What follows belongs to an exercise in optimizing a design on an open flow for small area, a short achievable clock period and few clock cycles per item; a production flow would make more cautious choices.
The RTL was checked by simulation tests, not by an equivalence proof against the original design.

run a:
==> flow/design.v <==
module main(
    input clk, rst, start,
    input [3:0] ip,
    output reg [59:0] ans,
    output reg finish
    );
    function automatic ge4(input [3:0] x, input [3:0] y);
        reg r;
        integer j;
        begin
            r = 1'b1;
            for (j = 0; j < 4; j = j + 1)
                r = (x[j] ^ y[j]) ? x[j] : r;
            ge4 = r;
        end
    endfunction
    function automatic gek(input [6:0] x, input [6:0] k);
        reg r;
        integer j;
        begin
            r = 1'b1;
            for (j = 0; j < 7; j = j + 1)
                r = k[j] ? (x[j] & r) : (x[j] | r);
            gek = r;
        end
    endfunction
    reg [3:0]  d;       
    localparam [6:0] B = 7'd26;
    reg [6:0]  cnt;     
    reg        busy;    
    reg [47:0] s;       
    reg [11:0] v;       
    wire [11:0] keep, frz;
    genvar i;
    generate
        for (i = 0; i < 12; i = i + 1) begin : pos
            assign frz[i]  = gek(cnt, B + 90 + i);
            assign keep[i] = frz[i] | (v[i] & ge4(s[4*i+:4], d));
        end
    endgenerate
    wire [11:0] vn = {keep[10:0], 1'b1};
    wire [11:0] wr = vn & ~keep;
    wire rot  = busy & gek(cnt, B + 86);
    wire addx = gek(cnt, B + 89);
    wire [11:0] sel;
    generate
        for (i = 0; i < 12; i = i + 1) begin : sl
            assign sel[i] = cnt == B + 89 + i;
        end
    endgenerate
    reg  [3:0] ss;
    reg        sv;
    integer k;
    always @(*) begin
        ss = 4'd0;
        sv = 1'b0;
        for (k = 0; k < 12; k = k + 1) begin
            ss = ss | (s[4*k+:4] & {4{sel[k]}});
            sv = sv | (v[k] & sel[k]);
        end
    end
    wire [3:0] x = (sv & ge4(ss, d)) ? ss : (d & {4{addx}});
    wire [3:0] a = ans[59:56];
    wire [4:0] sd;
    wire [4:0] c;
    assign c[0] = 1'b0;
    genvar j;
    generate
        for (j = 0; j < 4; j = j + 1) begin : rc
            assign sd[j] = a[j] ^ x[j] ^ c[j];
            assign c[j+1] = (a[j] & x[j]) | (c[j] & (a[j] ^ x[j]));
        end
    endgenerate
    assign sd[4] = c[4];
    wire [3:0] h = sd[4:1];
    wire cout = h[3] | (h[2] & (h[1] | h[0]));
    wire [3:0] lo = {h[3] ? (h[0] ? 3'b100 : 3'b011) :
                     cout ? {1'b0, h[1] & h[0], h[1] & ~h[0]} : h[2:0], sd[0]};
    wire [13:0] en;
    assign en[0] = 1'b1;
    generate
        for (i = 0; i < 13; i = i + 1) begin : ch
            assign en[i+1] = en[i] & ans[4*i+3] & ans[4*i];
        end
    endgenerate
    wire [13:0] inc = {14{cout}} & en & {frz[10:0], 3'b111};
    wire [59:0] turned;
    assign turned[3:0] = lo;
    generate
        for (i = 1; i < 15; i = i + 1) begin : tn
            wire [3:0] q = ans[4*(i-1)+:4];
            wire t = inc[i-1];
            wire t0 = t & q[0];
            assign turned[4*i]   = q[0] ^ t;
            assign turned[4*i+1] = q[1] ^ (t0 & ~q[3]);
            assign turned[4*i+2] = q[2] ^ (t0 & q[1]);
            assign turned[4*i+3] = q[3] ^ (t0 & (q[3] | (q[2] & q[1])));
        end
    endgenerate
    always @(posedge clk) begin
        d <= ip;
        if (rst) ans <= 60'd0;
        else if (rot) ans <= turned;
        finish <= rst | (finish ? !start : (cnt == B + 7'd100));
        busy <= !rst & (busy ? (cnt != B + 7'd100) : (finish & start));
        cnt <= busy ? cnt + 7'd1 : B;
        v <= (cnt == B) ? 12'd0 : vn;
        for (k = 0; k < 12; k = k + 1)
            if (wr[k]) s[4*k+:4] <= d;
    end
endmodule
==> flow/config.mk <==
export PLATFORM = sky130hd
export DESIGN_NAME = main
export DESIGN_NICKNAME = main
export VERILOG_FILES = /design/flow/design.v
export SDC_FILE = /design/flow/constraint.sdc
export NUM_CORES = 4
export LEC_CHECK = 0
export ABC_AREA = 1
export CAP_MARGIN = 20
export CORE_MARGIN = 2
export CORE_UTILIZATION = 40
export CTS_BUF_LIST = sky130_fd_sc_hd__clkbuf_8
export CTS_CLUSTER_DIAMETER = 100
export CTS_CLUSTER_SIZE = 30
export SLEW_MARGIN = 20
==> flow/constraint.sdc <==
create_clock -name core_clock -period 25.0 [get_ports {clk}]
set_input_delay 5.0000 -clock core_clock [delete_from_list [all_inputs] [get_ports {clk}]]
set_output_delay 5.0000 -clock core_clock [all_outputs]
set_load 0.01 [all_outputs]
standard.sh (not shown) runs the stock make flow with config.mk's settings and CLKGATE_MAP_FILE= SYNTH_SCRIPT=/design/flow/synth_recipe.tcl, a recipe that flattens the netlist after the stock synthesis.
==> flow/flow/run.sh <==
#!/bin/bash
# Standard layout, with plain buffers on the ports.
set -euo pipefail
export BUFFER_PORTS_ARGS="-buffer_cell sky130_fd_sc_hd__buf_1"
bash standard.sh > standard.log 2>&1
Testbench counts of run a, summed over its fixed seeds: cycles 19,584, lines 192.
Input-level comparison between run b and run a:
==> flow/design.v <==
module main(
    input clk, rst, start,
    input [3:0] ip,
    output reg [59:0] ans,
    output reg finish
    );
    function automatic ge4(input [3:0] x, input [3:0] y);
        reg r;
        integer j;
        begin
            r = 1'b1;
            for (j = 0; j < 4; j = j + 1)
                r = (x[j] ^ y[j]) ? x[j] : r;
            ge4 = r;
        end
    endfunction
    function automatic gek(input [6:0] x, input [6:0] k);
        reg r;
        integer j;
        begin
            r = 1'b1;
            for (j = 0; j < 7; j = j + 1)
                r = k[j] ? (x[j] & r) : (x[j] | r);
            gek = r;
        end
    endfunction
    reg [3:0]  d;       
    reg [6:0]  cnt;     
    reg        busy;    
    reg [47:0] s;       
    reg [11:0] v;       
    wire [11:0] keep, frz;
    genvar i;
    generate
        for (i = 0; i < 12; i = i + 1) begin : pos
            assign frz[i]  = gek(cnt, 90 + i);
            assign keep[i] = frz[i] | (v[i] & ge4(s[4*i+:4], d));
        end
    endgenerate
    wire [11:0] vn = {keep[10:0], 1'b1};
    wire [11:0] wr = vn & ~keep;
    wire rot  = busy & gek(cnt, 86);
    wire addx = gek(cnt, 89);
    wire [11:0] sel;
    generate
        for (i = 0; i < 12; i = i + 1) begin : sl
            assign sel[i] = cnt == 89 + i;
        end
    endgenerate
    reg  [3:0] ss;
    reg        sv;
    integer k;
    always @(*) begin
        ss = 4'd0;
        sv = 1'b0;
        for (k = 0; k < 12; k = k + 1) begin
            ss = ss | (s[4*k+:4] & {4{sel[k]}});
            sv = sv | (v[k] & sel[k]);
        end
    end
    wire [3:0] x = (sv & ge4(ss, d)) ? ss : (d & {4{addx}});
    wire [3:0] a = ans[59:56];
    wire [4:0] sd;
    wire [4:0] c;
    assign c[0] = 1'b0;
    genvar j;
    generate
        for (j = 0; j < 4; j = j + 1) begin : rc
            assign sd[j] = a[j] ^ x[j] ^ c[j];
            assign c[j+1] = (a[j] & x[j]) | (c[j] & (a[j] ^ x[j]));
        end
    endgenerate
    assign sd[4] = c[4];
    wire [3:0] h = sd[4:1];
    wire cout = h[3] | (h[2] & (h[1] | h[0]));
    wire [3:0] lo = {h[3] ? (h[0] ? 3'b100 : 3'b011) :
                     cout ? {1'b0, h[1] & h[0], h[1] & ~h[0]} : h[2:0], sd[0]};
    wire [13:0] en;
    assign en[0] = 1'b1;
    generate
        for (i = 0; i < 13; i = i + 1) begin : ch
            assign en[i+1] = en[i] & ans[4*i+3] & ans[4*i];
        end
    endgenerate
    wire [13:0] inc = {14{cout}} & en & {frz[10:0], 3'b111};
    wire [59:0] turned;
    assign turned[3:0] = lo;
    generate
        for (i = 1; i < 15; i = i + 1) begin : tn
            wire [3:0] q = ans[4*(i-1)+:4];
            wire t = inc[i-1];
            assign turned[4*i]   = q[0] ^ t;
            assign turned[4*i+1] = (q[1] ^ (t & q[0])) & ~(t & q[3]);
            assign turned[4*i+2] = q[2] ^ (t & q[1] & q[0]);
            assign turned[4*i+3] = q[3] ^ (t & q[0] & (q[3] | (q[2] & q[1])));
        end
    endgenerate
    always @(posedge clk) begin
        d <= ip;
        if (rst) ans <= 60'd0;
        else if (rot) ans <= turned;
        finish <= rst | (finish ? !start : (cnt == 7'd100));
        busy <= !rst & (busy ? (cnt != 7'd100) : (finish & start));
        cnt <= busy ? cnt + 7'd1 : 7'd0;
        v <= (cnt == 7'd0) ? 12'd0 : vn;
        for (k = 0; k < 12; k = k + 1)
            if (wr[k]) s[4*k+:4] <= d;
    end
endmodule
==> comparison <==
The core of run b is less densely filled than that of run a. STATUS detailed-placement wirelength estimate: run b loses against run a. [compare] base=run a new=run b: gate count after technology mapping shows an increase of 103, area of the core region +890 sq um, largest net degree at the start of global routing rose 4. Run b gives less smallest setup slack after layout than run a did. Run b vs run a — final non-filler cell area climbed by a few percent.
Testbench counts of run b, summed over its fixed seeds: cycles 19,584, lines 192.

==> re-timing with driven ports <==
No port has a modelled driver above. Below, the same layouts with a new extraction and two added sets of constraints. Step 1: set_driving_cell puts a clkbuf_16 on clk and a buf_2 on each other input, an assumption about the parent block. Step 2 moves the port delays by t, midway between the first and last clock arrival at a register: inputs arrive t later, outputs are due t later. That takes back most of the time a late clock gives input paths. a / b / c = no drivers / after step 1 / after step 2; a / b = the first two.
run | t, ns | setup WS [ns] | hold WS [ns] | worst data-port slew with drivers (ns)
run a | 0.479 | 18.927 / 18.890 / 18.734 | 0.478 / 0.478 / 0.478 | 0.04
run b | 0.491 | 18.880 / 18.842 / 18.722 | 0.481 / 0.481 / 0.481 | 0.04
After both steps every run listed still meets setup and hold. For run a, which loses most, drivers alone change the setup slack by -0.037 ns; drivers and shift together by -0.193 ns.
